This design comes from an exercise in tuning for small area on the open sky130 flow, not from production work.
Where RTL was checked, it was by simulation tests only, not by an equivalence proof against the original.
For runs 4 and 5, only the layout was checked, not whether the RTL still works.
Power is estimated from default activity; no workload was simulated.

==> design.v <==
`timescale 1ns/10ps
module cache_l1
	#(
		parameter DATA_WDT  = 64,
		parameter LINE_SIZE = 512 / DATA_WDT
	)
	(
		input								clk,
		input								rst_n,
		input								th_cgra_cache_flush,
		input		[32 - 1 : 0]			agent_req_addr,
		input								agent_req_en,
		input								agent_req_wr,
		input		[DATA_WDT - 1 : 0]		agent_req_wr_data,
		output reg 							agent_req_done,
		output reg							agent_req_hit,
		output reg							agent_req_miss,
		output reg							agent_req_block,
		output 		[DATA_WDT - 1:0]		agent_req_data,
		input								mem_read_valid,
		input		[DATA_WDT - 1 : 0]		mem_read_data,
		output reg							mem_req_en,
		output 		[32 - 1 : 0]			mem_req_addr,
		input		[31 : 0]				i_coherence_addr_1, i_coherence_addr_2, i_coherence_addr_3,
		input 								i_coherence_valid_1, i_coherence_valid_2, i_coherence_valid_3,
		output reg							o_coherence_valid_1, o_coherence_valid_2, o_coherence_valid_3,
		input 								i_coherence_ack_1, i_coherence_ack_2, i_coherence_ack_3,
		output reg							o_coherence_ack_1, o_coherence_ack_2, o_coherence_ack_3,
		output reg 	[31 : 0]				o_coherence_addr
	);
integer i;
reg 			en1, en2;		 
reg 			wr1, wr2;		 
reg  [31:3]		req_addr;		 
reg  [63:0]		wr_data;		 
reg  [31:6]		coh_addr;		 
reg 			cv1, cv2;		 
wire 			i_coherence_valid = i_coherence_valid_1 || i_coherence_valid_2 || i_coherence_valid_3;
wire [31:6]		i_coherence_addr  = i_coherence_valid_1 ? i_coherence_addr_1[31:6] : i_coherence_valid_2 ? i_coherence_addr_2[31:6] : i_coherence_addr_3[31:6];
always @(posedge clk or negedge rst_n) begin
	if(~rst_n) begin
		en1 <= 0; en2 <= 0;
		wr1 <= 0; wr2 <= 0;
		cv1 <= 0; cv2 <= 0;
	end
	else begin
		en1 <= agent_req_en; en2 <= en1;
		wr1 <= agent_req_wr; wr2 <= wr1;
		cv1 <= i_coherence_valid; cv2 <= cv1;
	end
end
always @(posedge clk) begin
	if(agent_req_en)
		req_addr <= agent_req_addr[31:3];
	if(agent_req_wr)
		wr_data <= agent_req_wr_data;
	if(i_coherence_valid)
		coh_addr <= i_coherence_addr;
	if(agent_req_en && agent_req_wr)
		o_coherence_addr <= agent_req_addr;
end
reg  [2:0]		current_state;
reg  [2:0]		next_state;
reg  [2:0]		miss_valid_cnt;
reg  [2:0]		mem_req_addr_cnt;
reg  [7:0]		valid_mem;		 
reg  [7:0]		valid_dout;		 
reg  [7:0]		valid_out_reg;	 
reg  [6:0]		lru;			 
reg  [31:6]		tag [0:7];
reg  [63:0]		dat [0:63];		 
reg 			cache_hit_reg;
reg  [2:0]		cache_hit_index_reg;
reg  [2:0]		way_index_reg;
reg  [2:0]		rd_word;		 
reg 			req_hit_reg, req_hit_reg_reg;
reg 			coherence_hit_reg;
wire st_idle  = current_state == 0;
wire st_work  = current_state == 1;
wire st_rmiss = current_state == 2;
wire st_wmiss = current_state == 3;
wire st_reset = current_state == 4;
wire st_coh   = current_state == 5;
wire [31:6]		tag_index = en1 ? req_addr[31:6] : coh_addr;
wire 			lookup = en1 || (st_coh && cv1);
reg  [7:0]		match;
reg 			cache_hit;
reg  [2:0]		cache_hit_index;
always @(*) begin
	cache_hit_index = 0;
	for(i = 0; i < 8; i = i + 1) begin
		match[i] = lookup && valid_dout[i] && (tag[i] == tag_index);
		if(match[i]) cache_hit_index = i;
	end
	cache_hit = |match;
end
wire cache_miss = lookup && !cache_hit;
reg  [2:0]		way_index;
reg  [2:0]		inv_index;
always @(*) begin
	inv_index = 0;
	for(i = 0; i < 8; i = i + 1)
		if(~valid_out_reg[i]) inv_index = i;
	if(en2 || (st_coh && cv2)) begin
		if(~cache_hit_reg)
			way_index = (&valid_out_reg) ? (lru[6] ? (lru[5] ? (lru[3] ? 3'd7 : 3'd6) : (lru[2] ? 3'd5 : 3'd4)) :
			                                         (lru[4] ? (lru[1] ? 3'd3 : 3'd2) : (lru[0] ? 3'd1 : 3'd0)))
			                             : inv_index;
		else
			way_index = cache_hit_index_reg;
	end
	else
		way_index = 0;
end
always @(*) begin
	case (current_state)
		0:
			if(agent_req_en)                next_state = 1;
			else if(i_coherence_valid)      next_state = 5;
			else if(th_cgra_cache_flush)    next_state = 4;
			else                            next_state = 0;
		1:
			if(cache_miss)                  next_state = wr1 ? 3 : 2;
			else                            next_state = 1;
		2:                         next_state = (miss_valid_cnt == 7) ? 0 : 2;
		3:                        next_state = (miss_valid_cnt == 7) ? 0 : 3;
		5:
			if(cv2 || cache_miss)           next_state = 0;
			else                            next_state = 5;
		default:                            next_state = 0;
	endcase
end
wire next_ack = st_coh && (next_state == 0);
always @(posedge clk or negedge rst_n) begin
	if(~rst_n) begin
		current_state <= 4;
		agent_req_miss <= 0;
		agent_req_hit <= 0;
		agent_req_block <= 0;
		agent_req_done <= 0;
		mem_req_en <= 0;
		mem_req_addr_cnt <= 0;
		miss_valid_cnt <= 0;
		o_coherence_valid_1 <= 0; o_coherence_valid_2 <= 0; o_coherence_valid_3 <= 0;
		o_coherence_ack_1 <= 0; o_coherence_ack_2 <= 0; o_coherence_ack_3 <= 0;
		cache_hit_reg <= 0;
		cache_hit_index_reg <= 0;
		way_index_reg <= 0;
		req_hit_reg <= 0;
		req_hit_reg_reg <= 0;
		coherence_hit_reg <= 0;
		lru <= 0;
	end
	else begin
		current_state <= next_state;
		agent_req_miss <= st_work && en1 && cache_miss;
		agent_req_hit <= req_hit_reg_reg;
		agent_req_block <= next_state == 5 || next_state == 2 || next_state == 3;
		agent_req_done <= req_hit_reg_reg || (st_rmiss && mem_read_valid && (rd_word == miss_valid_cnt));
		if(mem_req_addr_cnt == 7)
			mem_req_en <= 0;
		else
			mem_req_en <= next_state == 2 || next_state == 3;
		if(mem_req_en)
			mem_req_addr_cnt <= mem_req_addr_cnt + 1;
		else if(mem_req_addr_cnt == 7)
			mem_req_addr_cnt <= 0;
		if(miss_valid_cnt == 7)
			miss_valid_cnt <= 0;
		else if(mem_read_valid)
			miss_valid_cnt <= miss_valid_cnt + 1;
		if(agent_req_en && agent_req_wr) begin
			o_coherence_valid_1 <= 1; o_coherence_valid_2 <= 1; o_coherence_valid_3 <= 1;
		end
		else begin
			if(i_coherence_ack_1) o_coherence_valid_1 <= 0;
			if(i_coherence_ack_2) o_coherence_valid_2 <= 0;
			if(i_coherence_ack_3) o_coherence_valid_3 <= 0;
		end
		o_coherence_ack_1 <= i_coherence_valid_1 && next_ack;
		o_coherence_ack_2 <= !i_coherence_valid_1 && i_coherence_valid_2 && next_ack;
		o_coherence_ack_3 <= !i_coherence_valid_1 && !i_coherence_valid_2 && i_coherence_valid_3 && next_ack;
		cache_hit_reg <= cache_hit;
		cache_hit_index_reg <= cache_hit_index;
		if(en2) way_index_reg <= way_index;
		req_hit_reg <= en1 && cache_hit;
		req_hit_reg_reg <= req_hit_reg;
		coherence_hit_reg <= st_coh && cache_hit;
		if(en2) lru <= lru_in;
	end
end
always @(posedge clk)
	if(en2) rd_word <= req_addr[5:3];
assign mem_req_addr = {3'b0, req_addr[31:6], mem_req_addr_cnt};
reg  [7:0]		valid_in;
always @(*) begin
	for(i = 0; i < 8; i = i + 1) begin
		if(st_reset || (wr2 && req_hit_reg))
			valid_in[i] = 0;
		else if(coherence_hit_reg)
			valid_in[i] = (way_index == i) ? 1'b0 : valid_out_reg[i];
		else if(st_rmiss || st_wmiss)
			valid_in[i] = (way_index == i) ? 1'b1 : valid_out_reg[i];
		else
			valid_in[i] = 0;
	end
end
wire valid_wr = st_reset || coherence_hit_reg || agent_req_miss;
wire valid_rd = (agent_req_en || i_coherence_valid) && !valid_wr;
always @(posedge clk or negedge rst_n) begin
	if(~rst_n) begin
		valid_mem <= 0;
		valid_dout <= 0;
		valid_out_reg <= 0;
	end
	else begin
		if(valid_wr) valid_mem <= valid_in;
		if(valid_rd) valid_dout <= valid_mem;
		valid_out_reg <= valid_dout;
	end
end
always @(posedge clk)
	for(i = 0; i < 8; i = i + 1)
		if(agent_req_miss && way_index == i)
			tag[i] <= req_addr[31:6];
wire 			dat_we   = (st_work && en2 && wr2) || mem_read_valid;
wire [2:0]		dat_way  = mem_read_valid ? way_index_reg : way_index;
wire [2:0]		dat_word = mem_read_valid ? miss_valid_cnt : req_addr[5:3];
wire [63:0]		dat_in   = (st_rmiss || (st_wmiss && miss_valid_cnt != req_addr[5:3])) ? mem_read_data : wr_data;
always @(posedge clk)
	if(dat_we)
		dat[{dat_way, dat_word}] <= dat_in;
assign agent_req_data = dat[{way_index_reg, rd_word}];
reg  [6:0]		lru_in;
always @(*) begin
	lru_in = lru;
	case (way_index)
		3'd0 : begin lru_in[6] = 1; lru_in[4] = 1; lru_in[0] = 1; end
		3'd1 : begin lru_in[6] = 1; lru_in[4] = 1; lru_in[0] = 0; end
		3'd2 : begin lru_in[6] = 1; lru_in[4] = 0; lru_in[1] = 1; end
		3'd3 : begin lru_in[6] = 1; lru_in[4] = 0; lru_in[1] = 0; end
		3'd4 : begin lru_in[6] = 0; lru_in[5] = 1; lru_in[2] = 1; end
		3'd5 : begin lru_in[6] = 0; lru_in[5] = 1; lru_in[2] = 0; end
		3'd6 : begin lru_in[6] = 0; lru_in[5] = 0; lru_in[3] = 1; end
		default : begin lru_in[6] = 0; lru_in[5] = 0; lru_in[3] = 0; end
	endcase
end
endmodule
==> run.sh <==
#!/bin/bash
# synth_recipe.tcl (not shown) runs the flow's synth.tcl, then flattens the netlist and writes it again
# the make line also repeats each setting of config.mk as NAME=value (left out here)
make -C /OpenROAD-flow-scripts/flow DESIGN_CONFIG=/design/flow/config.mk WORK_HOME=/design/flow/orfs CLKGATE_MAP_FILE= SYNTH_SCRIPT=/design/flow/synth_recipe.tcl finish
==> config.mk <==
export PLATFORM = sky130hd
export DESIGN_NAME = cache_l1
export DESIGN_NICKNAME = cache_l1
export VERILOG_FILES = /design/flow/design.v
export SDC_FILE = /design/flow/constraint.sdc
export NUM_CORES = 4
export LEC_CHECK = 0
export CAP_MARGIN = 20
export CORE_MARGIN = 2
export CORE_UTILIZATION = 45
export SLEW_MARGIN = 20
==> constraint.sdc <==
create_clock -name core_clock -period 10.0 [get_ports {clk}]
set_input_delay 2.0000 -clock core_clock [delete_from_list [all_inputs] [get_ports {clk}]]
set_output_delay 2.0000 -clock core_clock [all_outputs]
set_load 0.01 [all_outputs]
==> flow_summary.json, run 1 <==
{
  "status": "timing/DRC/antenna clean",
  "hold_violations": 0,
  "first_pass_iters": 5,
  "power_leakage_uw": 0.06162,
  "end_kind": "output pin",
  "core_area_sq_um": 382600,
  "fp.dieW_microns": 624.2,
  "gp_congestion": 0.7762,
  "grt_pass1_vias": 81630,
  "drive_above_1_share": 0.2964,
  "drt-initial-drc-count": 9853,
  "cts_root_buf": "clkbuf_16",
  "ys_types": 60,
  "rsz0062_at_grt": "no",
  "async_flop_share": 0.01481,
  "drv_slew": 0,
  "grt_util_all_layers": 0.2340,
  "largest_reg_flops": 4096,
  "nNetsFinal": 7952,
  "worstSkewPairLatency_ns": 1.00,
  "period_share": 0.7174,
  "syn_area_sq_um": 173100,
  "antenna_found_initial": 10,
  "cts_made_buffers": 457,
  "cpPeakStageDelay_ns": 0.75,
  "grt_pass1_wl_mm": 636.8,
  "p_per_area_nw_per_um2": 232.4,
  "startpoint_type": "flop",
  "grt_max_degree": 145,
  "cts_resized": 0,
  "max_cap_viol_count": 0,
  "hp-class": "reg -> reg",
  "place_hpwl_mm": 232.1,
  "cts_tree": "done",
  "period_needed_ns": 7.174,
  "cp_num_buf_inv": 3,
  "arrival_ns": 5.17,
  "max_freq_mhz": 139.4,
  "row_count": 227,
  "routed_via_density": 6.130,
  "cts_hold_buf": 0,
  "finalSetupViolations": 0,
  "vias": 80340,
  "dieArea_sq_um": 389600,
  "syn_to_final_growth_pct": 15.26,
  "cts.clk_slew.worst_paths_ns": 0.06,
  "wl_per_cell_microns": 34.92,
  "htreeDepth": 5,
  "relSlewSlack": 0.2210,
  "fillCellCount": 28990,
  "synth_edf_count": 4458,
  "ys_warn_count": 2,
  "drc": 0,
  "synthFlopType": "edfxtp_1",
  "path_cells": "buf_12 -> buf_12 -> mux4_2 -> mux4_2 -> mux4_2 -> clkdlybuf4s50_1",
  "crit_top_cell": "mux4_2",
  "grt.overflow.total": 0,
  "ios": 407,
  "synthCells": 6985,
  "cp_max_fo": 144,
  "ant_nets": 0,
  "critical_path_class": "reg -> out",
  "slowest_stage": "buf_12",
  "cpLargestDelayFamily": "buffers and inverters",
  "synth_seq_cells": 4525,
  "peakVddDrop_mv": 0.2604,
  "setup_tns_ns": 0,
  "worstPathRequired_ns": 8.00,
  "clock_sinks": 4525,
  "routed_wl_mm": 457.7,
  "start_util": 0.4524,
  "clockBufferDepth": 4,
  "top_register": "dat",
  "synth-seq-area-share": 0.7831,
  "post_cts_buffers": 0,
  "avgSynthCellArea_sq_um": 24.78,
  "worst_slew_pin_slew_ns": 1.168,
  "fp.dieH_microns": 624.2,
  "final_core_util": 0.5215,
  "top_regs": "dat: 4096 flops, tag: 208 flops, wr_data: 64 flops",
  "clock_skew_ns": 0.05639,
  "io_buffer_count": 385
}
[layout make-up]
cell class,instances,area [sq um],area share
Clock inverter,295,2880,0.01444
Antenna cell,6,15.01,0.00007526
Timing Repair Buffer,595,6228,0.03122
Tap cell,5038,6304,0.03160
Inverter,19,78.83,0.0003951
Clock buffer,547,11820,0.05923
Multi-Input combinational cell,2082,36630,0.1836
Sequential cell,4525,135600,0.6795
[worst reg2reg max path, stage by stage (launching register included)]
cell and delay (ns):
dfrtp_1 0.55, nor2b_1 0.35, a31oi_1 0.25, or3_1 0.57, o21ai_0 0.79, nand3_1 0.96, nor2_4 1.17, buf_12 0.55
[layer usage]
metal,part of all wire,vias up,GRT usage
met1,0.40,44430,0.3256
met3,0.080,648,0.03967
li1,-,31560,-
met2,0.50,3701,0.3899
met5,0,-,0
met4,0.024,0,0.05319
[cells by family after synthesis]
kind of cell             share of synthesized area
AO/OA/AOI/OAI                             0.003492
XOR/XNOR                                   0.01088
adder cells (fa/ha/maj)                  0.0002892
buffers and inverters                     0.009289
flip-flops                                  0.7831
multiplexers                                0.1850
other                                   0.00002167
AND/OR/NAND/NOR                           0.007937
[synthesized netlist by cell type (all sizes together) (7+ instances only)]
| library cell | n | share of area |
|---|---|---|
| xnor2 | 204 | 0.010 |
| o21ai | 51 | 0.0015 |
| edfxtp | 4458 | 0.77 |
| nor3 | 16 | 0.00049 |
| a21oi | 7 | 0.00020 |
| nor2 | 97 | 0.0021 |
| mux2i | 60 | 0.0051 |
| buf | 132 | 0.0039 |
| nand2 | 65 | 0.0014 |
| nand4 | 13 | 0.00051 |
| dfrtp | 66 | 0.0095 |
| nor2b | 11 | 0.00040 |
| nor4 | 46 | 0.0017 |
| nand3 | 12 | 0.00035 |
| inv | 19 | 0.00041 |
| mux2 | 77 | 0.0050 |
| clkbuf | 229 | 0.0050 |
| xor2 | 11 | 0.00056 |
| a22o | 9 | 0.00046 |
| mux4 | 1344 | 0.17 |
[where the power goes]
| part | switching [uW] | internal [uW] | total (uW) | leakage, uW |
|---|---|---|---|---|
| logic | 3970 | 1890 | 5870 | 0.0133 |
| registers | 270 | 23400 | 23600 | 0.0411 |
| clock network | 7240 | 9610 | 16900 | 0.00718 |
[worst paths after layout]
check	startpoint	endpoint	slack (ns)	depth (start not counted)
setup / recovery	rd_word[1]	agent_req_data[12]	2.83	6
max in group asynchronous	rst_n	en1	8.16	1
hold reg to reg	cv1	cv2	0.38	0
hold / removal	cv1	cv2	0.38	0
min in group asynchronous	rst_n	o_coherence_ack_1	1.13	1
setup reg to reg	current_state[0]	dat[57][7]	4.32	7
[layout by cell type (no fill, tap or decap), drive strengths merged, types with 2 or more instances in the layout]
master	instances
or3	5
nand3	12
dfrtp	66
nand3b	2
buf	213
nand2b	4
a32o	2
ha	4
o22ai	3
o21a	2
a21oi	7
a22o	9
mux2i	60
nand2	65
a31oi	4
xor2	11
conb	3
edfxtp	4458
nand4	13
mux4	1344
nor3	16
mux2	77
diode	6
bufinv	46
clkbuf	547
nor2	97
clkdlybuf4s50	382
clkinv	215
nor4	46
xnor2	204
a221oi	2
o21ai	51
a41oi	2
o31ai	6
nor2b	11
inv	39
clkinvlp	14
and2	4
[through the flow]
stage	setup slack, ns	power (uW)	area [sq um]	hold slack, ns	std cells
final	2.826	46370	199500	0.3784	13110
after global routing	2.680	47820	199500	0.3844	13100
after CTS	2.601	46680	199200	0.3765	13090
after detailed placement	3.142	29940	184500	0.3615	12250
after global placement	3.035	29650	184300	0.3591	12240
after floorplan	3.848	27170	173100	0.3475	6987
==> inputs of run 2 (changes only) <==
--- a/design.v
+++ b/design.v
@@ -70,3 +70,2 @@
 reg  [31:6]		tag [0:7];
-reg  [63:0]		dat [0:63];		 
 reg 			cache_hit_reg;
@@ -225,10 +224,49 @@
 			tag[i] <= req_addr[31:6];
-wire 			dat_we   = (st_work && en2 && wr2) || mem_read_valid;
-wire [2:0]		dat_way  = mem_read_valid ? way_index_reg : way_index;
-wire [2:0]		dat_word = mem_read_valid ? miss_valid_cnt : req_addr[5:3];
-wire [63:0]		dat_in   = (st_rmiss || (st_wmiss && miss_valid_cnt != req_addr[5:3])) ? mem_read_data : wr_data;
+reg 			tgl;				 
+reg  [7:0]		phase;				 
+reg  [63:0]		wr_data_d;			 
+reg 			wr_late;			 
+reg  [63:0]		pr0 [0:31];			 
+reg  [63:0]		pr1 [0:31];			 
+always @(posedge clk or negedge rst_n) begin
+	if(~rst_n) begin
+		tgl <= 0;
+		wr_late <= 0;
+	end
+	else begin
+		tgl <= ~tgl;
+		wr_late <= st_work && en2 && wr2 && !(tgl ^ phase[way_index] ^ req_addr[3]);
+	end
+end
+always @(posedge clk) begin
+	wr_data_d <= wr_data;
+	if(mem_read_valid && miss_valid_cnt == 0)
+		phase[way_index_reg] <= ~tgl;
+end
+wire 			wr_now   = st_work && en2 && wr2 && (tgl ^ phase[way_index] ^ req_addr[3]);
+wire 			dat_we   = wr_now || wr_late || mem_read_valid;
+wire [2:0]		dat_way  = wr_now ? way_index : way_index_reg;
+wire [2:1]		dat_pair = mem_read_valid ? miss_valid_cnt[2:1] : wr_now ? req_addr[5:4] : rd_word[2:1];
+wire [63:0]		dat_in   = wr_late ? wr_data_d :
+						   (st_rmiss || (st_wmiss && miss_valid_cnt != req_addr[5:3])) ? mem_read_data : wr_data;
+genvar g;
+generate
+	for(g = 0; g < 32; g = g + 1) begin: pair
+		always @(posedge clk) begin
+			pr1[g] <= pr0[g];
+			pr0[g] <= (dat_we && {dat_way, dat_pair} == g) ? dat_in : pr1[g];
+		end
+	end
+endgenerate
+wire [4:0]		rd_pair = {way_index_reg, rd_word[2:1]};
+reg  [63:0]		rd_data;
+reg  [63:0]		rd_cap;
+always @(*) begin
+	rd_data = 0;
+	for(i = 0; i < 32; i = i + 1)
+		rd_data = rd_data | ({64{rd_pair == i[4:0]}} & pr0[i]);
+end
 always @(posedge clk)
-	if(dat_we)
-		dat[{dat_way, dat_word}] <= dat_in;
-assign agent_req_data = dat[{way_index_reg, rd_word}];
+	rd_cap <= rd_data;
+assign agent_req_data = (tgl ^ phase[way_index_reg] ^ rd_word[0]) ? rd_cap : rd_data;
 reg  [6:0]		lru_in;
--- a/config.mk
+++ b/config.mk
@@ -9,3 +9,5 @@
 export CORE_MARGIN = 2
-export CORE_UTILIZATION = 45
+export CORE_UTILIZATION = 65
+export CTS_BUF_LIST = sky130_fd_sc_hd__clkbuf_4
+export CTS_CLUSTER_SIZE = 30
 export SLEW_MARGIN = 20
==> run 2 against run 1 <==
Net effect:
- critical path type unchanged
- largest cell class unchanged
- still clean on timing, DRC and antenna
- cell count is 9.8% higher
- design area down 19%
- utilization grew 23 points
==> flow_summary.json, run 2 <==
{
  "status": "timing/DRC/antenna clean",
  "htreeDepth": 7,
  "ys_types": 74,
  "crit_top_cell": "buf_4",
  "synth-seq-area-share": 0.6923,
  "dieArea_sq_um": 220200,
  "critical_path_class": "reg -> out",
  "fin_hold_ws_ns": 0.3057,
  "fillCellCount": 14040,
  "max_cap_viol_count": 0,
  "ios": 407,
  "post_cts_buffers": 0,
  "cp_max_fo": 30,
  "cts_resized": 0,
  "row_count": 170,
  "antenna_found_initial": 6,
  "grt.overflow.total": 0,
  "cts_made_buffers": 1127,
  "grt_pass1_wl_mm": 605.9,
  "wl_per_cell_microns": 29.24,
  "fp.dieH_microns": 469.2,
  "synth.most_common_cell": "dfxtp_1",
  "grt_max_degree": 62,
  "grt_pass1_vias": 91300,
  "grt_util_all_layers": 0.3729,
  "avgSynthCellArea_sq_um": 14.43,
  "p_per_area_nw_per_um2": 317.6,
  "hp-class": "reg -> reg",
  "nNetsFinal": 11100,
  "synth_edf_count": 370,
  "drt-initial-drc-count": 8261,
  "ant_nets": 0,
  "cts_tree": "done",
  "startpoint": "way_index_reg[0]",
  "setup_tns_ns": 0,
  "ys_warn_count": 4,
  "final_cell_mix": "4,224 x dfxtp_1, 1,881 x mux2_2, 1,583 x clkbuf_4, 605 x a22oi_1, 382 x clkdlybuf4s50_1",
  "routed_wl_mm": 420.6,
  "final_common_cell": "dfxtp_1",
  "vias": 87450,
  "power_uw": 51310,
  "fp.dieW_microns": 469.2,
  "relSlewSlack": 0.1722,
  "clockBufferDepth": 4,
  "final_core_util": 0.7520,
  "crit_path_end": "agent_req_data[35]",
  "cpPeakStageDelay_ns": 0.87,
  "stdcell_area_sq_um": 161600,
  "power_leakage_uw": 0.06582,
  "synthTopCellsByArea": "dfxtp_1 60%, mux2_2 15%, edfxtp_1 7.9%",
  "period_share": 0.8838,
  "period_needed_ns": 8.838,
  "start_util": 0.6549,
  "synth_top_area_cell": "dfxtp_1",
  "max_freq_mhz": 113.1,
  "clock_skew_ns": 0.09054,
  "synth_common_cells": "4,224 x dfxtp_1, 1,881 x mux2_2, 605 x a22oi_1, 443 x clkbuf_1, 370 x edfxtp_1",
  "end_kind": "output pin",
  "top_regs": "pr0: 2048 flops, pr1: 2048 flops, tag: 208 flops",
  "async_flop_share": 0.01480,
  "arrival_ns": 6.84,
  "worstPathRequired_ns": 8.00,
  "syn_area_sq_um": 140700,
  "r2r_slack_ns": 3.74,
  "worst_r2r_path_depth": 13,
  "slowest_stage": "nor2_4",
  "synthCells": 9749,
  "drc": 0,
  "timing.rr.end": "pr0[20][4]",
  "cts_hold_buf": 0,
  "worstSkewPairLatency_ns": 1.44,
  "routed_via_density": 6.079,
  "gp_congestion": 0.8343,
  "cts_root_buf": "clkbuf_4",
  "finalSetupViolations": 0,
  "first_pass_iters": 7,
  "placed_cell_area_sq_um": 148000,
  "startpoint_type": "flop",
  "cts.clk_slew.worst_paths_ns": 0.07,
  "r2r_start": "current_state[2]",
  "syn_to_final_growth_pct": 14.82,
  "rsz0062_at_grt": "no",
  "synth_seq_cells": 4663,
  "drive_above_1_share": 0.3417,
  "hold_violations": 0,
  "core_area_sq_um": 214800,
  "path_cells": "inv_1 -> ha_1 -> nand2_1 -> nor2_4 -> buf_4 -> buf_4 -> a221oi_1 -> nand4_1 -> or3_1 -> mux2_2 -> clkdlybuf4s50_1",
  "io_buffer_count": 385,
  "worst_slew_pin_slew_ns": 1.239,
  "netlist.area_leader.share": 0.6010,
  "synthFlopType": "dfxtp_1",
  "drv_slew": 0,
  "place_hpwl_mm": 218.8,
  "clock_sinks": 4663,
  "peakVddDrop_mv": 0.2024
}
-- run 2: worst min path at each step --
stage	from	endpoint	cells past startpoint
after floorplan	pr0[10][1]	pr1[10][1]	0
after global placement	pr0[11][38]	pr1[11][38]	0
after detailed placement	pr0[26][11]	pr1[26][11]	0
after CTS	pr0[2][16]	pr1[2][16]	0
after global routing	pr0[19][34]	pr1[19][34]	0
final	pr0[28][15]	pr1[28][15]	0
-- run 2: cells by family (layout without fill, tap and decap cells) --
logic type	Yosys count	in the layout	synth area share
AO/OA/AOI/OAI	1217	1217	0.06663
adder cells (fa/ha/maj)	9	9	0.0008004
AND/OR/NAND/NOR	682	682	0.02638
buffers and inverters	704	2489	0.02081
other	1	14	0.00002665
flip-flops	4663	4663	0.6923
multiplexers	2251	2251	0.1793
XOR/XNOR	222	222	0.01382
-- run 2: through the flow --
stage / worst slack (ns) / cells
finish: 1.162 / 14390
global route: 1.133 / 14380
CTS: 1.222 / 14370
detailed placement: 2.748 / 12540
global placement: 2.833 / 12530
floorplan: 5.060 / 9751
-- run 2: where the power goes --
part | total, uW | switching (uW) | internal [uW]
clock network | 15000 | 7220 | 7750
logic | 7690 | 3890 | 3800
registers | 28700 | 2780 | 25900
total | 51300 | 13900 | 37400
-- run 2: final cells by class --
cell class / instances / area, sq um / area share
flip-flops and latches: 4663 / 97400 / 0.6029
diodes: 11 / 27.53 / 0.0001704
multi-input cells: 4384 / 41230 / 0.2552
repair buffers: 631 / 5809 / 0.03596
inverters: 20 / 75.07 / 0.0004647
clock inverters: 255 / 1568 / 0.009704
clock buffers: 1583 / 11880 / 0.07356
well taps: 2838 / 3551 / 0.02198
-- run 2: metal layers --
metal	wire (microns)	vias up	track usage	share of wire
met5	16	-	0	0.000038
met4	13130	2	0.1435	0.031
met3	32510	775	0.06243	0.077
met2	198300	4098	0.6031	0.47
met1	176600	44660	0.5046	0.42
li1	-	37910	-	-
-- run 2: worst max-delay path: cells and delay by family, from the launching register on --
kind | cells | cell delay [ns]
adders and majority gates | 1 | 0.29
muxes | 1 | 0.28
DFF | 1 | 0.53
and+or+nand+nor | 4 | 1.79
buffers and inverters | 4 | 2.27
AOI/OAI and AO/OA | 1 | 0.23
==> inputs of run 3 (changes only) <==
--- a/config.mk
+++ b/config.mk
@@ -9,5 +9,3 @@
 export CORE_MARGIN = 2
-export CORE_UTILIZATION = 65
-export CTS_BUF_LIST = sky130_fd_sc_hd__clkbuf_4
-export CTS_CLUSTER_SIZE = 30
+export CORE_UTILIZATION = 45
 export SLEW_MARGIN = 20
==> run 3 against run 2 <==
Net effect:
- clock power rose by 17%
- cell count up 1.9%
- register-to-register slack got worse by 0.03 ns
- non-clock buffer count decreased by 26
- still clean on timing, DRC and antenna
- via count down 6.3%
- sequential cell count is the same
- synthesized cell count unchanged
- highest routed layer unchanged
==> flow_summary.json, run 3 <==
{
  "grt_util_met2": 0.4373,
  "synth.most_common_cell": "dfxtp_1",
  "top_regs": "pr0: 2048 flops, pr1: 2048 flops, tag: 208 flops",
  "final_cell_mix": "4,224 x dfxtp_1, 1,881 x mux2_2, 605 x a22oi_1, 465 x clkbuf_16, 380 x clkdlybuf4s50_1",
  "routed_via_density": 5.593,
  "fin_hold_ws_ns": 0.2993,
  "syn_area_sq_um": 140700,
  "drt-initial-drc-count": 6900,
  "setup_tns_ns": 0,
  "worstPathRequired_ns": 8.00,
  "synth_edf_count": 370,
  "htreeDepth": 5,
  "async_flop_share": 0.01480,
  "regArea_sq_um": 97400,
  "syn_to_final_growth_pct": 17.54,
  "synthTopCellsByArea": "dfxtp_1 60%, mux2_2 15%, edfxtp_1 7.9%",
  "period_share": 0.7630,
  "nNetsFinal": 10400,
  "netlist.area_leader.share": 0.6010,
  "power_uw": 53890,
  "p_per_area_nw_per_um2": 325.9,
  "stdcell_area_sq_um": 165400,
  "clockBufferDepth": 4,
  "period_needed_ns": 7.630,
  "dieArea_sq_um": 317100,
  "worst_slew_pin_slew_ns": 1.185,
  "avgSynthCellArea_sq_um": 14.43,
  "end_kind": "output pin",
  "routed_wl_mm": 432.9,
  "synthCells": 9749,
  "multi_input_area_sq_um": 41280,
  "drive_above_1_share": 0.2839,
  "rsz0062_at_grt": "no",
  "drv_slew": 0,
  "power_leakage_uw": 0.06538,
  "cts.clk_slew.worst_paths_ns": 0.07,
  "finalSetupViolations": 0,
  "antenna_found_initial": 13,
  "gp_congestion": 0.7845,
  "first_pass_iters": 5,
  "gr-max-usage-layer": "met2",
  "ant_nets": 0,
  "placed_cell_area_sq_um": 149700,
  "ys_types": 74,
  "cts_hold_buf": 0,
  "clock_sinks": 4663,
  "stdcell_count": 14650,
  "clock_skew_ns": 0.06105,
  "row_count": 205,
  "cts_tree": "done",
  "p_clk_frac": 0.326,
  "relSlewSlack": 0.2063,
  "grt.overflow.total": 0,
  "p_sw_uw": 13970,
  "synth-seq-area-share": 0.6923,
  "max_freq_mhz": 131.1,
  "cts_made_buffers": 449,
  "arrival_ns": 5.63,
  "ys_warn_count": 4,
  "synth_common_cells": "4,224 x dfxtp_1, 1,881 x mux2_2, 605 x a22oi_1, 443 x clkbuf_1, 370 x edfxtp_1",
  "fp.dieH_microns": 563.2,
  "cts_resized": 0,
  "io_buffer_count": 385,
  "fillCellCount": 25490,
  "grt_max_degree": 70,
  "use_met1": 0.3668,
  "core_area_sq_um": 311400,
  "worstSkewPairLatency_ns": 0.98,
  "grt_util_all_layers": 0.2658,
  "place_hpwl_mm": 220.7,
  "status": "timing/DRC/antenna clean",
  "startpoint_type": "flop",
  "post_cts_buffers": 0,
  "start_util": 0.4518,
  "hold_violations": 0,
  "vias": 81950,
  "critical_path_class": "reg -> out",
  "peakVddDrop_mv": 0.1721,
  "grt_pass1_vias": 84940,
  "synth_seq_cells": 4663,
  "final_common_cell": "dfxtp_1",
  "drc": 0,
  "p_int_uw": 39920,
  "hp-class": "reg -> reg",
  "p_sw_frac": 0.2592,
  "synth_top_area_cell": "dfxtp_1",
  "synthFlopType": "dfxtp_1",
  "cts_root_buf": "clkbuf_16",
  "combPwrFrac": 0.144,
  "gr-usage-met3": 0.03792,
  "max_cap_viol_count": 0,
  "fp.dieW_microns": 563.2,
  "ios": 407,
  "power_frac_seq": 0.531,
  "dp_cells": 13810,
  "grt_pass1_wl_mm": 612.3,
  "wl_per_cell_microns": 29.54,
  "cp_max_fo": 26
}
==> run 3: worst paths after layout <==
path	startpoint	end	slack (ns)	cells past startpoint
hold / removal	pr0[3][60]	pr1[3][60]	0.30	0
max in group asynchronous	rst_n	wr_late	8.13	1
hold reg to reg	pr0[3][60]	pr1[3][60]	0.30	0
setup / recovery	way_index_reg[1]	agent_req_data[18]	2.37	12
setup reg to reg	current_state[2]	pr0[21][56]	3.71	13
min in group asynchronous	rst_n	o_coherence_valid_3	1.16	1
==> run 3: area by class of cell <==
type	instances	area share
clock inverters	154	0.01236
clock buffers	680	0.08154
repair buffers	605	0.03562
diodes	7	0.0001059
multi-input cells	4384	0.2496
well taps	4140	0.03132
flip-flops and latches	4663	0.5890
inverters	20	0.0004540
==> run 3: cells by family (layout without fill, tap and decap cells) <==
group / after synthesis / in the layout / share of synthesized area
buffers and inverters: 704 / 1459 / 0.02081
AOI/OAI and AO/OA: 1217 / 1217 / 0.06663
other: 1 / 10 / 0.00002665
xor gates and xnor gates: 222 / 222 / 0.01382
DFF: 4663 / 4663 / 0.6923
and+or+nand+nor: 682 / 682 / 0.02638
muxes: 2251 / 2251 / 0.1793
adders and majority gates: 9 / 9 / 0.0008004
==> run 3: metrics by stage <==
stage | utilization | setup slack [ns]
2_1_floorplan | - | 5.060
3_3_place_gp | 0.4802 | 3.297
3_5_place_dp | 0.4807 | 3.349
4_1_cts | 0.5305 | 2.286
5_1_grt | 0.5310 | 2.149
6_report | 0.5311 | 2.370
==> run 3: power groups by stage <==
| stage | sequential [uW] | clock (uW) | combinational, uW |
|---|---|---|---|
| after detailed placement | 28800 | 0 | 7680 |
| after CTS | 28500 | 17800 | 7760 |
| after global routing | 29200 | 18500 | 8300 |
| after floorplan | 27800 | 0 | 5160 |
| after global placement | 28400 | 0 | 7360 |
| final | 28600 | 17600 | 7730 |
==> run 3: layer usage <==
layer,share of wire,up-vias
met2,0.47,2671
met4,0.026,6
met3,0.057,639
met1,0.45,42670
met5,0.000090,-
li1,-,35960
==> run 3: worst max-delay path, cell delays in order (launching register included) <==
cell and delay (ns):
dfrtp_1 0.50, inv_1 0.22, ha_1 0.27, nand2_1 0.27
nor2_4 0.57, buf_4 0.48, buf_4 0.68, a22o_1 0.24
a221oi_1 0.06, nand4_1 0.14, or3_1 0.41, mux2_2 0.25
clkdlybuf4s50_1 0.55
==> inputs of run 4 (changes only) <==
--- a/design.v
+++ b/design.v
@@ -224,4 +224,4 @@
 			tag[i] <= req_addr[31:6];
-reg 			tgl;				 
-reg  [7:0]		phase;				 
+reg  [1:0]		tcnt;				 
+reg  [1:0]		ph [0:7];			 
 reg  [63:0]		wr_data_d;			 
@@ -230,5 +230,11 @@
 reg  [63:0]		pr1 [0:31];			 
+reg  [31:0]		ins_r;				 
+reg  [31:0]		keep_r;				 
+reg 			pol_r;				 
+reg 			late_r;				 
+wire [1:0]		aw    = tcnt - ph[way_index] - req_addr[4:3];
+wire 			wr_hit = st_work && en2 && wr2;
 always @(posedge clk or negedge rst_n) begin
 	if(~rst_n) begin
-		tgl <= 0;
+		tcnt <= 0;
 		wr_late <= 0;
@@ -236,6 +242,15 @@
 	else begin
-		tgl <= ~tgl;
-		wr_late <= st_work && en2 && wr2 && !(tgl ^ phase[way_index] ^ req_addr[3]);
-	end
-end
+		tcnt <= tcnt + 1'b1;
+		wr_late <= wr_hit && !aw[0];
+	end
+end
+wire [1:0]		nx_aw   = tcnt + 1'b1 - ph[cache_hit_index] - req_addr[4:3];
+wire 			nx_now  = (next_state == 1) && en1 && wr1 && nx_aw[0];
+wire 			nx_late = wr_hit && !aw[0];
+wire 			nx_fill = mem_req_en;
+wire [2:0]		nx_cnt  = (miss_valid_cnt == 7) ? 3'd0 : mem_read_valid ? miss_valid_cnt + 1'b1 : miss_valid_cnt;
+wire [4:0]		nx_pair = nx_fill ? {(en2 ? way_index : way_index_reg), nx_cnt[2:1]} :
+						  nx_now  ? {cache_hit_index, req_addr[5:4]} :
+						            {way_index, req_addr[5:4]};
+wire 			nx_we   = nx_fill || nx_now || nx_late;
 always @(posedge clk) begin
@@ -243,10 +258,13 @@
 	if(mem_read_valid && miss_valid_cnt == 0)
-		phase[way_index_reg] <= ~tgl;
-end
-wire 			wr_now   = st_work && en2 && wr2 && (tgl ^ phase[way_index] ^ req_addr[3]);
-wire 			dat_we   = wr_now || wr_late || mem_read_valid;
-wire [2:0]		dat_way  = wr_now ? way_index : way_index_reg;
-wire [2:1]		dat_pair = mem_read_valid ? miss_valid_cnt[2:1] : wr_now ? req_addr[5:4] : rd_word[2:1];
-wire [63:0]		dat_in   = wr_late ? wr_data_d :
-						   (st_rmiss || (st_wmiss && miss_valid_cnt != req_addr[5:3])) ? mem_read_data : wr_data;
+		ph[way_index_reg] <= tcnt + 1'b1;
+	for(i = 0; i < 32; i = i + 1) begin
+		ins_r[i]  <= nx_we && (nx_pair == i);
+		keep_r[i] <= !(nx_we && (nx_pair == i));
+	end
+	pol_r  <= nx_now ? (nx_aw != 2'd3) : nx_late ? (aw == 2'd0) : 1'b0;
+	late_r <= nx_late;
+end
+wire [63:0]		dat_in  = late_r ? wr_data_d :
+						  (st_rmiss || (st_wmiss && miss_valid_cnt != req_addr[5:3])) ? mem_read_data : wr_data;
+wire [63:0]		din_bus = dat_in ^ {64{pol_r}};
 genvar g;
@@ -256,3 +274,3 @@
 			pr1[g] <= pr0[g];
-			pr0[g] <= (dat_we && {dat_way, dat_pair} == g) ? dat_in : pr1[g];
+			pr0[g] <= ~((pr1[g] | {64{ins_r[g]}}) & (din_bus | {64{keep_r[g]}}));
 		end
@@ -261,12 +279,14 @@
 wire [4:0]		rd_pair = {way_index_reg, rd_word[2:1]};
-reg  [63:0]		rd_data;
+wire [1:0]		ra      = tcnt - ph[way_index_reg] - rd_word[1:0];
+reg  [63:0]		rd_raw;
 reg  [63:0]		rd_cap;
 always @(*) begin
-	rd_data = 0;
+	rd_raw = 0;
 	for(i = 0; i < 32; i = i + 1)
-		rd_data = rd_data | ({64{rd_pair == i[4:0]}} & pr0[i]);
-end
+		rd_raw = rd_raw | ({64{rd_pair == i[4:0]}} & pr0[i]);
+end
+wire [63:0]		rd_fix = rd_raw ^ {64{ra == 2'd0}};
 always @(posedge clk)
-	rd_cap <= rd_data;
-assign agent_req_data = (tgl ^ phase[way_index_reg] ^ rd_word[0]) ? rd_cap : rd_data;
+	rd_cap <= rd_fix;
+assign agent_req_data = ra[0] ? rd_cap : rd_fix;
 reg  [6:0]		lru_in;
--- a/config.mk
+++ b/config.mk
@@ -10,2 +10,5 @@
 export CORE_UTILIZATION = 45
+export CTS_BUF_LIST = sky130_fd_sc_hd__clkbuf_16
+export CTS_CLUSTER_DIAMETER = 60
+export CTS_CLUSTER_SIZE = 30
 export SLEW_MARGIN = 20
==> run 4 against run 3 <==
Net effect:
- still clean on timing, DRC and antenna
- fmax shrank 3.5%
- sequential cell count grew 74
- utilization shrank 1.8 points
- die area shrank 4.3%
- largest cell class unchanged
- highest routed layer unchanged
==> flow_summary.json, run 4 <==
{
  "status": "timing/DRC/antenna clean",
  "drv_slew": 0,
  "row_count": 200,
  "r2r_slack_ns": 2.32,
  "cpPeakStageDelay_ns": 1.05,
  "gr-max-usage-layer": "met2",
  "gr-usage-met3": 0.08144,
  "finalSetupViolations": 0,
  "grt_max_degree": 71,
  "netlist.area_leader.share": 0.6379,
  "routed_wl_mm": 524.0,
  "clock_sinks": 4737,
  "syn_area_sq_um": 134600,
  "clock_skew_ns": 0.07836,
  "clockBufferDepth": 4,
  "synth.most_common_cell": "dfxtp_1",
  "grt_pass1_vias": 92390,
  "dp_slack_ns": 2.415,
  "grt_util_all_layers": 0.3326,
  "synthFlopType": "dfxtp_1",
  "synthTopCellsByArea": "dfxtp_1 64%, o22ai_1 9.5%, edfxtp_1 8.4%",
  "worstSkewPairLatency_ns": 0.97,
  "vias": 95310,
  "period_needed_ns": 7.903,
  "post_cts_buffers": 0,
  "setup_tns_ns": 0,
  "final_core_util": 0.5129,
  "synth_top_area_cell": "dfxtp_1",
  "avgSynthCellArea_sq_um": 13.12,
  "top_regs": "pr0: 2048 flops, pr1: 2048 flops, tag: 208 flops",
  "async_flop_share": 0.01457,
  "cts_hold_buf": 0,
  "p_per_area_nw_per_um2": 353.9,
  "max_freq_mhz": 126.5,
  "place_hpwl_mm": 263.2,
  "regArea_sq_um": 99210,
  "wl_per_cell_microns": 36.44,
  "dieArea_sq_um": 303600,
  "first_pass_iters": 6,
  "power_leakage_uw": 0.05676,
  "syn_to_final_growth_pct": 13.26,
  "cts_tree": "done",
  "final_cell_mix": "4,224 x dfxtp_1, 2,049 x o22ai_1, 563 x a22oi_1, 380 x clkdlybuf4s50_1, 378 x edfxtp_1",
  "drive_above_1_share": 0.09789,
  "cp_max_fo": 34,
  "nNetsFinal": 10500,
  "fp.dieH_microns": 551.0,
  "path_cells": "nand2b_1 -> nor2_4 -> buf_4 -> a22o_1 -> a221oi_1 -> nand4_1 -> nor3_1 -> buf_4 -> xnor2_1 -> mux2_2 -> clkdlybuf4s50_1",
  "final_common_cell": "dfxtp_1",
  "rsz0062_at_grt": "no",
  "worst_slew_pin_slew_ns": 1.321,
  "antenna_found_initial": 15,
  "use_met1": 0.4524,
  "slowest_stage": "nor2_4",
  "grt_util_met2": 0.4981,
  "critical_path_class": "reg -> out",
  "synth-seq-area-share": 0.7350,
  "synth_seq_cells": 4737,
  "crit_top_cell": "buf_4",
  "ys_types": 76,
  "startpoint_type": "flop",
  "cts_resized": 0,
  "end_kind": "output pin",
  "start_util": 0.4529,
  "worstPathRequired_ns": 8.00,
  "routed_via_density": 6.629,
  "synth_edf_count": 378,
  "hp-class": "reg -> reg",
  "arrival_ns": 5.90,
  "cts.clk_slew.worst_paths_ns": 0.11,
  "ios": 407,
  "relSlewSlack": 0.1195,
  "multi_input_area_sq_um": 32700,
  "cts_root_buf": "clkbuf_16",
  "peakVddDrop_mv": 0.1871,
  "period_share": 0.7903,
  "fillCellCount": 24990,
  "drt-initial-drc-count": 14780,
  "max_cap_viol_count": 0,
  "fp.dieW_microns": 551.0,
  "grt.overflow.total": 0,
  "gp_congestion": 0.8094,
  "io_buffer_count": 385,
  "setup_ws_ns": 2.097,
  "synthCells": 10260,
  "core_area_sq_um": 297300,
  "ant_nets": 0,
  "synth_common_cells": "4,290 x dfxtp_1, 2,049 x o22ai_1, 802 x clkbuf_1, 563 x a22oi_1, 378 x edfxtp_1",
  "htreeDepth": 5,
  "drc": 0,
  "grt_pass1_wl_mm": 719.0,
  "ys_warn_count": 4,
  "cts_made_buffers": 273,
  "hold_violations": 0
}
==> run 4: cell count changes after synthesis, sizes merged, moves of 32 or more <==
cell    before   now
o22ai        0  2049
nor3        38    70
dfxtp     4224  4290
buf        241   145
a22oi      605   563
mux2      2126    81
clkbuf     443   802
xor2        25   141
==> run 4: layout make-up <==
type                       instances  share of cell area
timing repair buffer             626             0.03819
inverter                          26           0.0006400
tap                             3939             0.03232
antenna                           10           0.0001641
sequential                      4737              0.6506
multi-input combinational       4554              0.2144
clock inverter                   203             0.01702
clock buffer                     284             0.04661
==> run 4: where the power goes <==
group / leakage (uW) / internal, uW / switching (uW) / total, uW
Combinational: 0.0118 / 4160 / 6040 / 10200
Sequential: 0.0403 / 26700 / 3990 / 30700
Clock: 0.00468 / 5760 / 7270 / 13000
Total: 0.0568 / 36700 / 17300 / 54000
==> run 4: cells by family (layout without fill, tap and decap cells) <==
logic type,count (synthesis),count (layout),synth area share
flip-flops,4737,4737,0.7350
AO/OA/AOI/OAI,3263,3263,0.1655
buffers and inverters,973,1139,0.02831
AND/OR/NAND/NOR,706,706,0.02739
XOR/XNOR,355,355,0.02309
multiplexers,215,215,0.01939
adder cells (fa/ha/maj),12,12,0.001282
other,1,13,0.00002785
==> run 4: path summary, 6_finish.rpt <==
| kind | endpoint | cells past startpoint | from |
|---|---|---|---|
| worst max register to register | keep_r[13] | 19 | en1 |
| worst max-delay path | agent_req_data[17] | 11 | rd_word[2] |
| max in group asynchronous | en1 | 1 | rst_n |
| worst min-delay path | pr1[16][37] | 0 | pr0[16][37] |
| min in group asynchronous | mem_req_addr_cnt[2] | 1 | rst_n |
| worst min register to register | pr1[16][37] | 0 | pr0[16][37] |
==> run 4: critical path: cells and delay by family, from the launching register on <==
kind / cells / cell delay (ns)
DFF: 1 / 0.55
AOI/OAI and AO/OA: 2 / 0.33
muxes: 1 / 0.31
xor gates and xnor gates: 1 / 0.14
and+or+nand+nor: 4 / 2.00
buffers and inverters: 3 / 1.61
==> run 4: stage by stage <==
stage          hold slack (ns)  instance area (sq um)  power, uW  std cells
3_5_place_dp            0.3355                 142700      40730      13880
3_3_place_gp            0.3343                 142700      40090      13880
4_1_cts                 0.3094                 152400      53540      14370
5_1_grt                 0.3187                 152500      55660      14370
6_report                0.3114                 152500      53960      14380
2_1_floorplan           0.3308                 134600      35450      10260
==> run 4: per-layer routing <==
layer | routed length, microns | part of all wire
met5 | 133 | 0.00025
met4 | 27960 | 0.053
met3 | 62790 | 0.12
met2 | 226500 | 0.43
met1 | 206600 | 0.39
==> inputs of run 5 (changes only) <==
--- a/config.mk
+++ b/config.mk
@@ -10,5 +10,5 @@
 export CORE_UTILIZATION = 45
-export CTS_BUF_LIST = sky130_fd_sc_hd__clkbuf_16
-export CTS_CLUSTER_DIAMETER = 60
-export CTS_CLUSTER_SIZE = 30
+export CTS_BUF_LIST = sky130_fd_sc_hd__clkbuf_8
+export CTS_CLUSTER_DIAMETER = 50
+export CTS_CLUSTER_SIZE = 20
 export SLEW_MARGIN = 20
==> run 5 against run 4 <==
Net effect:
- still clean
- area after synthesis stayed put
- count of clock-buffer cells in the layout is 133 higher
- sequential share of layout area is 0.12 points higher
- register-to-register slack better by 0.02 ns
- synthesized cell count stayed put
- sequential power hardly changed
- critical path depth is 1 lower
- total power is 0.76% lower
==> flow_summary.json, run 5 <==
{
  "hp-class": "reg -> reg",
  "final_cell_mix": "4,224 x dfxtp_1, 2,049 x o22ai_1, 563 x a22oi_1, 417 x clkbuf_8, 380 x clkdlybuf4s50_1",
  "grt_max_degree": 71,
  "finalSetupViolations": 0,
  "syn_to_final_growth_pct": 13.05,
  "synthFlopType": "dfxtp_1",
  "synth_common_cells": "4,290 x dfxtp_1, 2,049 x o22ai_1, 802 x clkbuf_1, 563 x a22oi_1, 378 x edfxtp_1",
  "cts_hold_buf": 0,
  "cts.clk_slew.worst_paths_ns": 0.10,
  "place_hpwl_mm": 263.2,
  "ant_nets": 0,
  "clock_sinks": 4737,
  "clock_skew_ns": 0.1139,
  "startpoint_type": "flop",
  "setup_tns_ns": 0,
  "r2r_slack_ns": 2.34,
  "final_common_cell": "dfxtp_1",
  "dp_slack_ns": 2.415,
  "ys_warn_count": 4,
  "cts_made_buffers": 401,
  "io_buffer_count": 385,
  "synth_edf_count": 378,
  "grt.overflow.total": 0,
  "avgSynthCellArea_sq_um": 13.12,
  "period_needed_ns": 8.129,
  "gr-max-usage-layer": "met2",
  "synth_seq_cells": 4737,
  "gr-usage-met3": 0.08610,
  "worst_r2r_path_depth": 19,
  "first_pass_iters": 8,
  "hp-start": "pr0[28][18]",
  "dieArea_sq_um": 303600,
  "cts_tree": "done",
  "synthCells": 10260,
  "clockBufferDepth": 4,
  "synth-seq-area-share": 0.7350,
  "wl_per_cell_microns": 36.01,
  "grt_util_all_layers": 0.3341,
  "start_util": 0.4529,
  "cts_root_buf": "clkbuf_8",
  "final_core_util": 0.5120,
  "row_count": 200,
  "p_per_area_nw_per_um2": 351.9,
  "synth_fa_ha_area_frac": 0.001282,
  "netlist.area_leader.share": 0.6379,
  "end_kind": "output pin",
  "drc": 0,
  "synthTopCellsByArea": "dfxtp_1 64%, o22ai_1 9.5%, edfxtp_1 8.4%",
  "placed_cell_area_sq_um": 142700,
  "stdcell_area_sq_um": 152200,
  "peakVddDrop_mv": 0.1848,
  "routed_wl_mm": 526.9,
  "async_flop_share": 0.01457,
  "max_freq_mhz": 123.0,
  "worst_slew_pin_slew_ns": 1.340,
  "fp.dieH_microns": 551.0,
  "synth_compound_gate_area_share": 0.1655,
  "status": "timing/DRC/antenna clean",
  "synth_top_family_by_area": "compound AO/OA/AOI/OAI gates",
  "synthXorXnorAreaFrac": 0.02309,
  "post_cts_buffers": 0,
  "drv_slew": 0,
  "top_regs": "pr0: 2048 flops, pr1: 2048 flops, tag: 208 flops",
  "max_cap_viol_count": 0,
  "core_area_sq_um": 297300,
  "hold_violations": 0,
  "arrival_ns": 6.13,
  "nNetsFinal": 10630,
  "relSlewSlack": 0.1064,
  "synth_top_area_cell": "dfxtp_1",
  "cp_max_fo": 34,
  "drt-initial-drc-count": 14310,
  "vias": 96080,
  "use_met1": 0.4514,
  "stdcell_count": 14630,
  "synthMuxAreaShare": 0.01939,
  "ys_types": 76,
  "ios": 407,
  "r2r_start": "en1",
  "synth-simple-area-share": 0.02739,
  "syn_area_sq_um": 134600,
  "synth.most_common_cell": "dfxtp_1",
  "cts_resized": 0,
  "critical_path_class": "reg -> out",
  "fillCellCount": 25160,
  "worstPathRequired_ns": 8.00,
  "gp_congestion": 0.8094,
  "routed_via_density": 6.567,
  "setup_ws_ns": 1.871,
  "worstSkewPairLatency_ns": 1.18,
  "dp_cells": 13880,
  "timing.rr.end": "keep_r[13]",
  "grt_pass1_wl_mm": 723.2,
  "fp.dieW_microns": 551.0,
  "grt_pass1_vias": 93900,
  "grt_util_met2": 0.4999,
  "period_share": 0.8129,
  "htreeDepth": 5,
  "startpoint": "rd_word[2]",
  "drive_above_1_share": 0.1196,
  "power_leakage_uw": 0.05684,
  "rsz0062_at_grt": "no",
  "antenna_found_initial": 11,
  "crit_path_end": "agent_req_data[42]"
}
-- run 5: cell count changes in the layout (fill, tap and decap cells not counted), moves of 4 or more --
| cell | previous run | this run |
|---|---|---|
| bufinv_16 | 3 | 30 |
| clkbuf_16 | 284 | 0 |
| clkbuf_8 | 0 | 417 |
| clkinv_1 | 14 | 5 |
| clkinv_16 | 12 | 0 |
| clkinv_4 | 16 | 31 |
| clkinv_8 | 24 | 20 |
| clkinvlp_4 | 19 | 37 |
| inv_1 | 32 | 39 |
| inv_12 | 24 | 10 |
| inv_16 | 26 | 5 |
| inv_6 | 24 | 96 |
| inv_8 | 16 | 54 |
-- run 5: worst min path at each step --
stage / to / slack (ns) / cells past startpoint
floorplan: pr1[0][0] / 0.33 / 0
CTS: pr1[28][18] / 0.29 / 0
detailed placement: pr1[24][57] / 0.34 / 0
global placement: pr1[4][53] / 0.33 / 0
finish: pr1[28][18] / 0.30 / 0
global route: pr1[28][18] / 0.30 / 0
-- run 5: logic make-up after synthesis --
kind of cell,count (synthesis)
xor+xnor,355
other cells,1
mux,215
fa+ha+maj,12
compound gates,3263
buf+inv,973
flops,4737
simple gates,706
-- run 5: power breakdown --
part           internal (uW)  switching [uW]
combinational           4160            6070
sequential             26700            3980
clock                   5150            7460
-- run 5: layout make-up --
type | instances | area (sq um) | area share
diodes | 7 | 17.52 | 0.0001151
flip-flops and latches | 4737 | 99210 | 0.6518
clock inverters | 326 | 3684 | 0.02420
well taps | 3939 | 4928 | 0.03238
repair buffers | 626 | 5831 | 0.03831
clock buffers | 417 | 5739 | 0.03771
multi-input cells | 4554 | 32690 | 0.2148
inverters | 26 | 97.59 | 0.0006412
-- run 5: critical path: stages, from the launching register on --
cell             delay, ns
edfxtp_1              0.56
nand2b_1              0.75
nor2_4                0.41
buf_4                 0.56
a22o_1                0.31
a221oi_1              0.29
nand4_1               0.16
nor3_1                0.99
xnor2_1               0.17
mux2_2                0.31
clkdlybuf4s50_1       0.47
-- run 5: routing by layer --
metal  part of all wire  wire length, microns  up-vias
met5            0.00018                    96        -
met4              0.054                 28390       12
met3               0.12                 64470     1614
met2               0.43                227400     7211
met1               0.39                206600    48660
li1                   -                     -    38590
-- run 5: per-stage QoR --
| step | hold slack (ns) | power (uW) |
|---|---|---|
| after floorplan | 0.3308 | 35450 |
| after global placement | 0.3343 | 40090 |
| after detailed placement | 0.3355 | 40730 |
| after CTS | 0.2858 | 53090 |
| after global routing | 0.2981 | 55270 |
| final | 0.2962 | 53550 |
==> inputs of run 6 (changes only) <==
--- a/design.v
+++ b/design.v
@@ -69,3 +69,3 @@
 reg  [6:0]		lru;			 
-reg  [31:6]		tag [0:7];
+reg  [31:6]		tagp [0:7];		 
 reg 			cache_hit_reg;
@@ -85,2 +85,3 @@
 reg  [7:0]		match;
+reg  [7:0]		mpos;			 
 reg 			cache_hit;
@@ -89,4 +90,6 @@
 	cache_hit_index = 0;
+	for(i = 0; i < 8; i = i + 1)
+		mpos[i] = tagp[i] == tag_index;
 	for(i = 0; i < 8; i = i + 1) begin
-		match[i] = lookup && valid_dout[i] && (tag[i] == tag_index);
+		match[i] = lookup && valid_dout[i] && mpos[(i + trot) % 8];
 		if(match[i]) cache_hit_index = i;
@@ -220,9 +223,26 @@
 end
-always @(posedge clk)
-	for(i = 0; i < 8; i = i + 1)
-		if(agent_req_miss && way_index == i)
-			tag[i] <= req_addr[31:6];
+reg  [2:0]		trot;
+reg 			tpend;		 
+reg  [2:0]		tway;		 
+wire [2:0]		tw      = agent_req_miss ? way_index : tway;
+wire 			tins    = (agent_req_miss || tpend) && (tw + trot == 3'd7);
+always @(posedge clk or negedge rst_n) begin
+	if(~rst_n) begin
+		trot <= 0;
+		tpend <= 0;
+	end
+	else begin
+		trot <= trot + 1'b1;
+		tpend <= (agent_req_miss || tpend) && !tins;
+	end
+end
+always @(posedge clk) begin
+	if(agent_req_miss)
+		tway <= way_index;
+	for(i = 1; i < 8; i = i + 1)
+		tagp[i] <= tagp[i-1];
+	tagp[0] <= tins ? req_addr[31:6] : tagp[7];
+end
 reg  [1:0]		tcnt;				 
 reg  [1:0]		ph [0:7];			 
-reg  [63:0]		wr_data_d;			 
 reg 			wr_late;			 
@@ -234,2 +254,3 @@
 reg 			late_r;				 
+reg  [63:0]		rd_cap;				 
 wire [1:0]		aw    = tcnt - ph[way_index] - req_addr[4:3];
@@ -256,3 +277,2 @@
 always @(posedge clk) begin
-	wr_data_d <= wr_data;
 	if(mem_read_valid && miss_valid_cnt == 0)
@@ -266,3 +286,3 @@
 end
-wire [63:0]		dat_in  = late_r ? wr_data_d :
+wire [63:0]		dat_in  = late_r ? rd_cap :
 						  (st_rmiss || (st_wmiss && miss_valid_cnt != req_addr[5:3])) ? mem_read_data : wr_data;
@@ -281,3 +301,2 @@
 reg  [63:0]		rd_raw;
-reg  [63:0]		rd_cap;
 always @(*) begin
@@ -289,3 +308,3 @@
 always @(posedge clk)
-	rd_cap <= rd_fix;
+	rd_cap <= nx_late ? wr_data : rd_fix;
 assign agent_req_data = ra[0] ? rd_cap : rd_fix;
--- a/config.mk
+++ b/config.mk
@@ -10,5 +10,5 @@
 export CORE_UTILIZATION = 45
-export CTS_BUF_LIST = sky130_fd_sc_hd__clkbuf_8
-export CTS_CLUSTER_DIAMETER = 50
-export CTS_CLUSTER_SIZE = 20
+export CTS_BUF_LIST = sky130_fd_sc_hd__clkbuf_8 sky130_fd_sc_hd__clkbuf_16
+export CTS_CLUSTER_DIAMETER = 55
+export CTS_CLUSTER_SIZE = 25
 export SLEW_MARGIN = 20
==> run 6 against run 5 <==
Net effect:
- non-clock buffer count unchanged
- die area down 1.0%
- critical path type is now reg -> reg
- critical path depth rose by 13
- synthesized cell count is 2.7% higher
- register-to-register slack worse by 0.91 ns
- count of clock-buffer cells in the layout down 68
- worst hold slack worse by 0.0085 ns
- critical endpoint is now keep_r[18]
- area after synthesis fell by 1.0%
- cell count increased by 0.57%
- sequential cell count decreased by 57
- still clean on timing, DRC and antenna
==> flow_summary.json, run 6 <==
{
  "status": "timing/DRC/antenna clean",
  "vias": 97190,
  "period_share": 0.8568,
  "first_pass_iters": 8,
  "gp_congestion": 0.8749,
  "synth_edf_count": 170,
  "fp.dieW_microns": 548.2,
  "fillCellCount": 24810,
  "synth_top_area_cell": "dfxtp_1",
  "final_common_cell": "dfxtp_1",
  "start_util": 0.4528,
  "async_flop_share": 0.01560,
  "slowest_stage": "dfrtp_4",
  "path_cells": "mux2i_4 -> xnor2_1 -> nor4_1 -> nand4_1 -> nor4_1 -> nor3_1 -> o32ai_2 -> nor2b_1 -> a211oi_1 -> nor2_1 -> and3_1 -> a311oi_1 -> mux2_2 -> a21oi_1 -> fa_1 -> nor2_1 -> o21a_1 -> a32o_2 -> o211ai_4 -> mux2i_1 -> o211ai_1 -> buf_4 -> or4_1",
  "nNetsFinal": 10800,
  "finalSetupViolations": 0,
  "cp_max_fo": 23,
  "end_kind": "flop",
  "syn_area_sq_um": 133300,
  "cts.clk_slew.worst_paths_ns": 0.10,
  "routed_wl_mm": 529.5,
  "synthTopCellsByArea": "dfxtp_1 67%, o22ai_1 9.6%, edfxtp_1 3.8%",
  "fp.dieH_microns": 548.2,
  "hp-start": "pr0[16][21]",
  "drc": 0,
  "rsz0062_at_grt": "no",
  "synth-seq-area-share": 0.7186,
  "avgSynthCellArea_sq_um": 12.65,
  "arrival_ns": 9.39,
  "cts_resized": 0,
  "clock_skew_ns": 0.1031,
  "critical_path_class": "reg -> reg",
  "cts_hold_buf": 0,
  "htreeDepth": 5,
  "row_count": 199,
  "synthFlopType": "dfxtp_1",
  "clockBufferDepth": 4,
  "antenna_found_initial": 13,
  "r2r_start": "en1",
  "worstSkewPairLatency_ns": 0.99,
  "ios": 407,
  "dp_cells": 14100,
  "r2r_slack_ns": 1.43,
  "placed_cell_area_sq_um": 141300,
  "cpPeakStageDelay_ns": 0.98,
  "place_hpwl_mm": 265.4,
  "ys_types": 86,
  "dieArea_sq_um": 300500,
  "cts_tree": "done",
  "grt_max_degree": 65,
  "synthCells": 10540,
  "drt-initial-drc-count": 13970,
  "netlist.area_leader.share": 0.6666,
  "ant_nets": 0,
  "worst_slew_pin_slew_ns": 1.342,
  "final_core_util": 0.5209,
  "worst_r2r_path_depth": 23,
  "ys_warn_count": 4,
  "post_cts_buffers": 0,
  "hp-class": "reg -> reg",
  "synth_common_cells": "4,437 x dfxtp_1, 2,050 x o22ai_1, 831 x clkbuf_1, 434 x a22oi_1, 305 x a22o_1",
  "final_cell_mix": "4,371 x dfxtp_1, 2,050 x o22ai_1, 434 x a22oi_1, 380 x clkdlybuf4s50_1, 335 x clkbuf_16",
  "grt.overflow.total": 0,
  "cts_root_buf": "clkbuf_16",
  "stdcell_count": 14720,
  "syn_to_final_growth_pct": 15.04,
  "max_freq_mhz": 116.7,
  "routed_via_density": 6.604,
  "grt_pass1_wl_mm": 731.4,
  "grt_util_all_layers": 0.3384,
  "core_area_sq_um": 294300,
  "stdcell_area_sq_um": 153300,
  "power_leakage_uw": 0.05780,
  "max_cap_viol_count": 0,
  "io_buffer_count": 385,
  "whs_path_depth": 0,
  "drive_above_1_share": 0.1037,
  "synth_seq_cells": 4680,
  "worstPathRequired_ns": 10.82,
  "relSlewSlack": 0.1029,
  "p_per_area_nw_per_um2": 373.9,
  "timing.rr.end": "keep_r[18]",
  "synth.most_common_cell": "dfxtp_1",
  "whs_endpoint": "pr1[16][21]",
  "wl_per_cell_microns": 35.98,
  "period_needed_ns": 8.568,
  "hold_violations": 0,
  "startpoint_type": "flop",
  "top_regs": "pr0: 2048 flops, pr1: 2048 flops, tagp: 208 flops",
  "power_uw": 57320,
  "startpoint": "en1",
  "drv_slew": 0,
  "peakVddDrop_mv": 0.1922,
  "grt_pass1_vias": 95840,
  "cts_made_buffers": 332,
  "setup_tns_ns": 0,
  "clock_sinks": 4680
}
run 6: worst max-delay path, delay by kind of cell, from the launching register on:
family | cells | cell delay [ns]
buffers and inverters | 1 | 0.32
AND/OR/NAND/NOR | 9 | 2.99
XOR/XNOR | 1 | 0.16
multiplexers | 3 | 1.21
AO/OA/AOI/OAI | 8 | 2.26
adder cells (fa/ha/maj) | 1 | 0.50
flip-flops | 1 | 0.98
run 6: power by group:
| group | total [uW] | switching (uW) | internal (uW) | leakage (uW) |
|---|---|---|---|---|
| sequential | 31400 | 4520 | 26900 | 0.0396 |
| clock | 14800 | 7800 | 7000 | 0.00585 |
| combinational | 11100 | 6630 | 4470 | 0.0123 |
| total | 57300 | 18900 | 38400 | 0.0578 |
run 6: layout make-up:
cell class | count | area (sq um) | area share
clock buffers | 349 | 8576 | 0.05594
clock inverters | 258 | 3437 | 0.02242
well taps | 3919 | 4903 | 0.03199
repair buffers | 626 | 5841 | 0.03810
flip-flops and latches | 4680 | 96010 | 0.6263
diodes | 7 | 17.52 | 0.0001143
inverters | 31 | 116.4 | 0.0007591
multi-input cells | 4846 | 34390 | 0.2244
run 6: metal layers:
| layer | vias to the layer above | GRT usage | share of wire |
|---|---|---|---|
| li1 | 39280 | - | - |
| met1 | 49060 | 0.4489 | 0.39 |
| met2 | 7171 | 0.5168 | 0.44 |
| met3 | 1662 | 0.08453 | 0.11 |
| met4 | 12 | 0.1633 | 0.056 |
| met5 | - | 0 | 0.00015 |
run 6: stage by stage:
stage	hold slack [ns]	setup slack (ns)
after floorplan	0.3308	3.912
after global placement	0.3361	1.342
after detailed placement	0.3355	1.508
after CTS	0.2860	1.465
after global routing	0.2980	0.9313
final	0.2877	1.432
run 6: cells by family after synthesis:
| group | share of synthesized area |
|---|---|
| mux | 0.01804 |
| fa+ha+maj | 0.001728 |
| compound gates | 0.1748 |
| flops | 0.7186 |
| xor+xnor | 0.02366 |
| buf+inv | 0.02958 |
| simple gates | 0.03360 |
| other cells | 0.00002814 |
run 6: worst max path at each step:
stage / to / slack [ns]
floorplan: keep_r[20] / 3.91
global placement: keep_r[19] / 1.34
detailed placement: keep_r[19] / 1.51
CTS: keep_r[18] / 1.47
global route: keep_r[18] / 0.93
finish: keep_r[18] / 1.43

-- re-timing with driven ports --
How much do the figures lean on ideal ports? The routed layouts below were timed once more, with nothing changed but the port constraints. Step 1: set_driving_cell puts a clkbuf_16 on clk and a buf_2 on each other input, an assumption about the parent block. Step 2, shift: input delay + t, output delay - t, t = (earliest + latest rising clock arrival at the registers) / 2. This alone moves slack from input paths to output paths. a / b / c = ideal ports / drivers / drivers and shift; a / b = the first two.
run | shift t [ns] | setup slack, ns | worst setup path at the end | clock arrival spread, ns | slew at the worst register clock pin (ns)
run 1 | 1.082 | 2.826 / 2.712 / 2.846 | input to register | 0.066 / 0.066 | 0.07 / 0.07
run 2 | 1.489 | 1.162 / 1.073 / 2.561 | register to output | 0.091 / 0.091 | 0.08 / 0.08
run 3 | 1.047 | 2.370 / 2.272 / 3.319 | register to output | 0.068 / 0.068 | 0.07 / 0.07
run 4 | 1.040 | 2.097 / 1.989 / 2.322 | register to register | 0.084 / 0.085 | 0.11 / 0.11
run 5 | 1.216 | 1.871 / 1.772 / 2.336 | register to register | 0.121 / 0.121 | 0.12 / 0.12
run 6 | 1.039 | 1.432 / 1.432 / 1.432 | register to register | 0.105 / 0.104 | 0.10 / 0.10
After both steps setup and hold are still met in every run listed.
